This is an optimization exercise on Yosys and OpenROAD, whose aim is small area, not a production implementation.
The RTL was checked by simulation tests, not by an equivalence proof against the original design.
Power figures rest on the tool's default switching activity, not on a simulated workload.

**design.v**
```verilog
module RegFile(
	rdata1,			 
	rdata2,			 
	clock,		
	wdata,			 
	waddr,			 
	raddr1,			 
	raddr2,			 
	write			 
	);			
output [15:0] rdata1, rdata2; 	
input clock;
input [15:0] wdata; 			
input [2:0] raddr1, raddr2; 	
input [2:0] waddr; 			
input write;					
reg [15:0] rdata1, rdata2;
reg [15:0] regcell[0:7];		 
always @(posedge clock) if (write==1) regcell[waddr]<=wdata;
always @(*)
	if (raddr1 == 0) 	rdata1 = 0;
	else 				rdata1 = regcell[raddr1];
always @(*)
	if (raddr2 == 0) 	rdata2 = 0;
	else 				rdata2 = regcell[raddr2];
endmodule
module ALU(
	result,			 
	zero_result,	 
	indata0,		 
	indata1,		 
	select			 
	);		
output [15:0] result;
output zero_result;
input [15:0] indata0, indata1;
input [2:0] select;
reg [15:0] result;
reg zero_result;
always @(indata0 or indata1 or select)
	case(select)
	0: result = indata0 + indata1;
	1: result = indata0 - indata1;
    2: result = indata1;
	3: result = indata0 | indata1;
	4: result = indata0 & indata1;
	default: result = 0;
	endcase
always @(result)  
	if (result == 0) 	zero_result = 1;
	else 			  	zero_result = 0;
endmodule
module MUX2(
	result,		 
	indata0,	 
	indata1,	 
	select		 
	);	
output [15:0] result;
input [15:0] indata0, indata1;
input select;
reg [15:0] result;
always @(indata0 or indata1 or select)
	case(select)
	0: result = indata0;
	1: result = indata1;
	endcase
endmodule
module Control(
		reg2loc,
		branch,
		memread,
		memtoreg,
		alu_select,
		memwrite,
		alusrc,
		regwrite,
		opcode
		);
output reg2loc;
output branch;
output memread;
output memtoreg;
output [2:0] alu_select;  
output memwrite;
output alusrc;
output regwrite;
input  [2:0] opcode;
reg reg2loc;
reg branch;
reg memread;
reg memtoreg;
reg [2:0] alu_select;
reg memwrite;
reg alusrc;
reg regwrite;
always @(opcode)
	case(opcode)
	0:			 
		begin
		reg2loc = 1;     
		branch = 0;     
		memread = 0;    
		memtoreg = 0;   
		alu_select = 0;  
		memwrite = 0;   
		alusrc = 0;     
		regwrite = 1;   
		end
    1:  begin		 
        reg2loc = 1;     
		branch = 0;     
		memread = 0;    
		memtoreg = 0;   
		alu_select = 1;  
		memwrite = 0;   
		alusrc = 0;     
		regwrite = 1;   
        end
    2:  begin		 
        reg2loc = 1;     
		branch = 0;     
		memread = 0;    
		memtoreg = 0;   
		alu_select = 2;  
		memwrite = 0;   
		alusrc = 0;     
		regwrite = 1;   
        end
    3: begin		 
        reg2loc = 0;     
		branch = 0;     
		memread = 1;    
		memtoreg = 1;   
		alu_select = 0;  
		memwrite = 0;   
		alusrc = 1;     
		regwrite = 1;   
        end
    4: begin		 
        reg2loc = 0;     
		branch = 0;     
		memread = 0;    
		memtoreg = 0;   
		alu_select = 0;  
		memwrite = 1;   
		alusrc = 1;     
		regwrite = 0;
        end
    5: begin		 
        reg2loc = 0;     
		branch = 1;     
		memread = 0;    
		memtoreg = 0;   
		alu_select = 1;  
		memwrite = 0;   
		alusrc = 0;     
		regwrite = 0;
        end
    6:	begin  
        reg2loc = 0;     
		branch = 0;     
		memread = 0;    
		memtoreg = 0;   
		alu_select = 0;  
		memwrite = 0;   
		alusrc = 1;     
		regwrite = 1;
        end
    7:  begin   
        reg2loc = 1;
        branch = 0;
        memread= 0;
        memtoreg = 0;
        alu_select = 4;
        memwrite = 0;
        alusrc = 1;
        regwrite = 1;
        end
    default:
			begin
        reg2loc = 0;     
		branch = 0;     
		memread = 0;    
		memtoreg = 0;   
		alu_select = 0;  
		memwrite = 0;   
		alusrc = 0;     
		regwrite = 0;
			end
	endcase
endmodule
module PCLogic(
		pc_next,	 
		pc,		 
		signext,	 
		branch,	 
		alu_zero,	 
		reset 
		);
output [15:0] pc_next;
input [15:0] pc;
input [15:0] signext;   
input branch;
input alu_zero;
input reset;
reg [15:0] pc_next;
always @(pc or reset or branch or alu_zero or signext)
	begin
	if (reset==1) pc_next = 0;
	else if((branch & alu_zero)==1)
        pc_next = (pc + {(signext << 1)});
    else 
        pc_next = pc+2;  
	end
endmodule
module MIPSL(
      iaddr,             
      daddr,             
      dwrite,            
      dread,             
      dwdata,            
      alu_out,     
      clock,
      idata,             
      ddata,             
      reset
            );
wire reg2loc;
wire branch;
wire memread;
wire memtoreg;
wire [2:0] alu_select;
wire memwrite;
wire alusrc;
wire regwrite;
wire [15:0] signext;
wire alu_zero;
wire [15:0] rdata1;
wire [15:0] rdata2;
wire [15:0] rdata3;      
wire [15:0] wdata;
wire [15:0] raddr;
reg [15:0] PC;
wire [15:0] PCNext;
output [15:0] iaddr;
output [15:0] daddr;
output dwrite;
output dread;
output [15:0] dwdata;
output [15:0] alu_out;
input clock;
input [15:0] idata;  
input [15:0] ddata;
input reset;
wire [2:0] opcode;
wire [2:0] Xm;
wire [2:0] Xn;
wire [2:0] Xd;
wire [6:0] immediate;
assign opcode = idata[15:13];
assign Xm = idata[12:10];
assign Xn= idata[5:3];
assign Xd = idata[2:0];
assign signext = {{9{idata[12]}},idata[12:6]};
assign dwdata = rdata2;
assign dwrite = memwrite;
assign dread = memread;
assign alu_out = daddr;
always @(posedge clock)
      begin
      if (reset == 1)
            begin
            PC <= 0;
            end
      else
            begin
            PC <= PCNext;
            end
      end
assign iaddr = PC;
PCLogic pclogic1(
            PCNext,      
            PC,          
            signext,     
            branch,      
            alu_zero,    
            reset        
            );
Control control1(
            reg2loc,
            branch,
            memread,
            memtoreg,
            alu_select,
            memwrite,
            alusrc,
            regwrite,
            opcode
            );
RegFile regfile1(
      rdata1,                  
      rdata2,                  
      clock,
      wdata,                   
      Xd,              
      Xn,                
      raddr[2:0],                
      regwrite                 
      );         
MUX2 mux_reg(
      raddr,             
      {13'b0,Xm},  
      {13'b0,Xd},  
      reg2loc             
      );   
MUX2 mux_alu(
      rdata3,            
      rdata2,      
      signext,     
      alusrc             
      );   
ALU alu1(
      daddr,                   
      alu_zero,    
      rdata1,            
      rdata3,            
      alu_select               
      );         
MUX2 mux_mem(
      wdata,             
      daddr,       
      ddata,       
      memtoreg           
      );   
endmodule
```
**run.sh**
```bash
#!/bin/bash
# synth_recipe.tcl (not shown) runs the flow's synth.tcl, then flattens the netlist and writes it again
# the make line also repeats each setting of config.mk as NAME=value (left out here)
make -C /OpenROAD-flow-scripts/flow DESIGN_CONFIG=/design/flow/config.mk WORK_HOME=/design/flow/orfs CLKGATE_MAP_FILE= SYNTH_SCRIPT=/design/flow/synth_recipe.tcl finish
```
**config.mk**
```make
export PLATFORM = sky130hd
export DESIGN_NAME = MIPSL
export DESIGN_NICKNAME = MIPSL
export VERILOG_FILES = /design/flow/design.v
export SDC_FILE = /design/flow/constraint.sdc
export NUM_CORES = 4
export LEC_CHECK = 0
export CAP_MARGIN = 20
export CORE_MARGIN = 2
export CORE_UTILIZATION = 40
export PLACE_DENSITY = 0.6
export SLEW_MARGIN = 20
```
**constraint.sdc**
```tcl
create_clock -name core_clock -period 11.0 [get_ports {clock}]
set_input_delay 2.2000 -clock core_clock [delete_from_list [all_inputs] [get_ports {clock}]]
set_output_delay 2.2000 -clock core_clock [all_outputs]
set_load 0.01 [all_outputs]
```
==> run notes <==
worst reg2reg max path: cells and delay by family, from the launching register on:
kind | cells | cell delay, ns
adders and majority gates | 4 | 1.14
xor gates and xnor gates | 1 | 0.11
AOI/OAI and AO/OA | 12 | 2.65
DFF | 1 | 0.42
buffers and inverters | 3 | 0.31
muxes | 1 | 0.46
and+or+nand+nor | 10 | 2.68
report_power, final:
| part | internal [mW] | leakage [nW] | switching [mW] |
|---|---|---|---|
| registers | 0.629 | 1.18 | 0.0146 |
| logic | 0.384 | 3.02 | 0.472 |
| clock network | 0.307 | 0.294 | 0.263 |
| total | 1.32 | 4.50 | 0.750 |
flip-flops by register name, summed over array words and instances, names as in the netlist:
signal	count
regfile1.regcell	116
PC	15
cells in the final DEF, fill, tap and decap left out, types with 7 or more instances in the layout:
| cell | n |
|---|---|
| sky130_fd_sc_hd__edfxtp_1 | 116 |
| sky130_fd_sc_hd__buf_4 | 107 |
| sky130_fd_sc_hd__clkdlybuf4s50_1 | 95 |
| sky130_fd_sc_hd__nor2_1 | 73 |
| sky130_fd_sc_hd__a21oi_1 | 70 |
| sky130_fd_sc_hd__nand2_1 | 68 |
| sky130_fd_sc_hd__o21ai_0 | 48 |
| sky130_fd_sc_hd__inv_1 | 40 |
| sky130_fd_sc_hd__nand3_1 | 37 |
| sky130_fd_sc_hd__ha_1 | 31 |
| sky130_fd_sc_hd__xor2_1 | 18 |
| sky130_fd_sc_hd__a21o_1 | 17 |
| sky130_fd_sc_hd__clkbuf_16 | 17 |
| sky130_fd_sc_hd__nor3_1 | 16 |
| sky130_fd_sc_hd__mux4_2 | 16 |
| sky130_fd_sc_hd__mux2i_1 | 16 |
| sky130_fd_sc_hd__dfxtp_1 | 15 |
| sky130_fd_sc_hd__and3_1 | 15 |
| sky130_fd_sc_hd__xnor2_1 | 15 |
| sky130_fd_sc_hd__mux2_2 | 14 |
| sky130_fd_sc_hd__a22oi_1 | 14 |
| sky130_fd_sc_hd__o21ai_1 | 11 |
| sky130_fd_sc_hd__a31oi_1 | 9 |
| sky130_fd_sc_hd__and2_1 | 8 |
| sky130_fd_sc_hd__a211oi_1 | 8 |
| sky130_fd_sc_hd__nor2b_1 | 7 |
through the flow:
step	setup WS, ns	power, mW	setup TNS [ns]	instance area, µm²	utilization
finish	0.300	2.07	0	11500	0.527
global route	-0.0930	2.16	-0.0930	11500	0.527
CTS	0.128	2.04	0	11300	0.519
detailed placement	-0.154	1.48	-0.154	10700	0.492
global placement	-0.140	1.48	-0.140	10700	0.492
floorplan	0.746	1.12	0	8850	-
metal layers:
layer,share of wire,routed length (µm)
met2,0.47,14100
met3,0.080,2390
met4,0.027,796
met5,0,0
met1,0.42,12600
layout make-up:
class,instances,area (µm²),share of cell area
timing repair buffer,207,1820,0.159
inverter,42,158,0.0138
sequential,131,3780,0.330
clock inverter,15,174,0.0152
clock buffer,17,425,0.0371
tap,280,350,0.0306
multi-input combinational,651,4740,0.414
how the worst min path moves through the flow:
stage | end | slack (ns)
finish | PC[1]$_SDFF_PP0_ | 0.66
global route | PC[1]$_SDFF_PP0_ | 0.69
CTS | PC[1]$_SDFF_PP0_ | 0.68
detailed placement | PC[1]$_SDFF_PP0_ | 0.65
global placement | PC[1]$_SDFF_PP0_ | 0.64
floorplan | PC[1]$_SDFF_PP0_ | 0.63
logic make-up after synthesis:
group | after synthesis
flops | 131
fa+ha+maj | 34
compound gates | 271
xor+xnor | 33
simple gates | 266
buf+inv | 108
other cells | 1
mux | 46
timing repair:
item	CTS	global route
setup buffers	0	1
endpoints found under the setup margin	0	5
gates resized for setup	0	31
==> run notes <==
The flow ran to the end and the layout has no timing, DRC or antenna violations. Counting cells, the worst reg-to-reg path comes to 31. The largest net degree at the start of global routing is 27.

The total via count after detailed routing came out at roughly 8000. Excluding fillers, the count of instances in the completed layout stands at 1343. In the post-synthesis netlist, the cell with the most instances is sky130_fd_sc_hd__edfxtp_1. The via count of the first global-routing pass is 7737.

The synthesized instance count came out at 890. Of the total synthesized cell area, the portion taken by full adders, half adders and majority gates is 0.0497. Hold timing on the final database bottoms out at a slack of approximately 0.66 ns. The detailed-router iteration count before antenna repair is 6. The count of routing violations after the opening detailed-route iteration is 760.

The effective utilization at floorplan came out at 0.407. The synthesized design contains around 120 enable-type register cells. The die area is about 0.023 mm².

The average routed wire per standard cell is 22.2 µm. The highest cell delay on the worst timing path is 0.53 ns. The mean post-synth cell area came out at about 10 µm².

The fraction of registers with async set or reset after synthesis is 0. The number of cells after detailed placement came out at around 1300. The maximum net fanout on the critical path came out at 7.

The largest buffer count on any clock path is 2. The maximum clock rate is around 0.093 GHz. The count of different cell masters after synthesis came out at a little under 80. The global-route met1 utilization came out at 0.333. The first global-routing pass estimated around 45 mm of wire.

The depth of the CTS H-tree is 4. The HPWL reported at the end of detailed placement came out at 22.0 mm. The I/O pin total is 100. The relative slew slack came out at 0.447. In the final layout, the share of cells above drive strength 1 is 0.209. Summed over all instances, the cell type with the most area after synthesis is sky130_fd_sc_hd__edfxtp_1. The global routing usage on met3 came out at 0.0503. The number of buffers and inverters on the critical path is 8. In this run the worst hold path is classified as reg2reg.

After global routing, the most crowded layer is met2. The compound-gate portion of the synthesized area is 0.211. The total CTS buffers is 17.

The number of sinks handled by clock tree synthesis is about 130. The arrival time reported for the critical path endpoint is 8.50 ns. The placeable core area is 0.0218 mm². The cell count of the worst hold path came out at 2.

The number of max-cap violations came out at 0. Across the routed clock network, the largest skew measured is 0.0141 ns. TritonCTS built the clock tree. After floorplanning, the core was divided into 54 placement rows. After synthesis, the cell types taking the most area are sky130_fd_sc_hd__edfxtp_1 (39%), sky130_fd_sc_hd__ha_1 (4.5%), sky130_fd_sc_hd__a21oi_1 (4.1%).

The count of cell instances traversed by the critical path is 27. The synthesized flop and latch total came out at 131. The top cell type's share of synthesized area came out at 0.393. The routed via count divided by cell count came out at 5.95. The initial antenna violation count was 0. The worst setup path is launched from a primary input.

The number of nets with antenna violations after detailed routing is 0. In this run the critical register-to-register path is launched from regfile1.regcell[2][0]$_DFFE_PP_. The layout filler cell count came out at 1952. The cell area after synthesis is 0.00885 mm². The vertical die dimension came out at 153 µm. In the routed design, unresolved DRC markers number 0. The slowest stage of the critical path is the sky130_fd_sc_hd__clkdlybuf4s50_1 cell. The area growth from synthesis to layout is 29.4%. Clock-pin slew was measured on the worst setup and hold paths at roughly 0.07 ns. The overall global routing resource usage came out at 0.250.

The horizontal die dimension came out at 153 µm. When the netlist entered floorplanning its net count stood at 958. The max-slew violation total from the final report is 0. In the synthesized netlist the dominant register cell turns out to be sky130_fd_sc_hd__edfxtp_1.

Tracing the worst setup path back leads to its startpoint at idata[15]. Of the total synthesized cell area, the portion taken by AND, OR, NAND and NOR gates is 0.146. The final global-route overflow total is 0. The master cell of the clock root buffer is sky130_fd_sc_hd__clkbuf_16. The reg2reg setup slack is approximately 3.1 ns.

The clock period minus worst slack came out at 10.70 ns. The maximum ir drop on the vdd rail came out at 0.0957 mV. After synthesis, the largest family of logic cells by area is compound AO/OA/AOI/OAI gates. The setup-violating endpoint count in the final report is 0. The most used cell along the critical path is sky130_fd_sc_hd__buf_4. The number of antenna cells inserted is 0. In this run the most critical hold path is launched from PC[1]$_SDFF_PP0_.

The count of buffers from port buffering came out at 98. The transition time at the pin with the least slew margin came out at 0.821 ns. In the finished design, the share of the clock period the worst path needs comes to 0.973.

The count of yosys warnings during synthesis came out at 6. The final estimated routing congestion in global placement came out at just over 0.9. The required time at the endpoint of the critical path came out at 8.80 ns. The net count of the finished layout came out at 1118. The worst setup path is of the in2out kind. The wire length reported by the detailed router is 29.8 mm.

The post-cts hold buffer count is 0. The dominant delay contributor by cell family on the critical path is compound AO/OA/AOI/OAI gates. Measured against the total synthesized area, the mux share comes to 0.0766.

In this run the worst setup path terminates at daddr[15]. In the synthesized netlist, the cells that appear most often are sky130_fd_sc_hd__edfxtp_1 (116), sky130_fd_sc_hd__nor2_1 (74), sky130_fd_sc_hd__a21oi_1 (73). The leakage power figure is 4.50 nW.

The met2 global-route usage is 0.407. Of the synthesized area, sequential elements account for 0.427. The number of hold violations in the final report came to 0. The power per cell area is ~180 mW/mm². The capture instance of the worst register-to-register path is PC[15]$_SDFF_PP0_. The clock network latency to the later pin of the worst-skew pair is 0.43 ns.

STA classifies the critical path endpoint as a primary output. The xor and xnor area share after synthesis is 0.0326.

## static timing again, ports no longer ideal
In the flow no input, the clock included, has a driving cell. The finished layout below was timed again as built, in two steps.
Step 1 assumes that a clkbuf_16 drives the clock port and a buf_2 every other input.
Step 2 moves the port delays by t, midway between the first and last clock arrival at a register: inputs arrive t later, outputs are due t later. That takes back most of the time a late clock gives input paths.
Slacks: ideal ports / drivers / drivers and shift; pairs: ideal ports / drivers.
shift t [ns]: 0.471
setup WS [ns]: 0.300 / 0.259 / 0.072
worst setup path after step 2: input to register
worst slew at a driven data input, ns: 0.05
pins driven straight from the clock port: 1
After both steps setup and hold are still met in this run. The setup slack of this run moves by -0.041 ns with the drivers and by -0.228 ns with both steps.
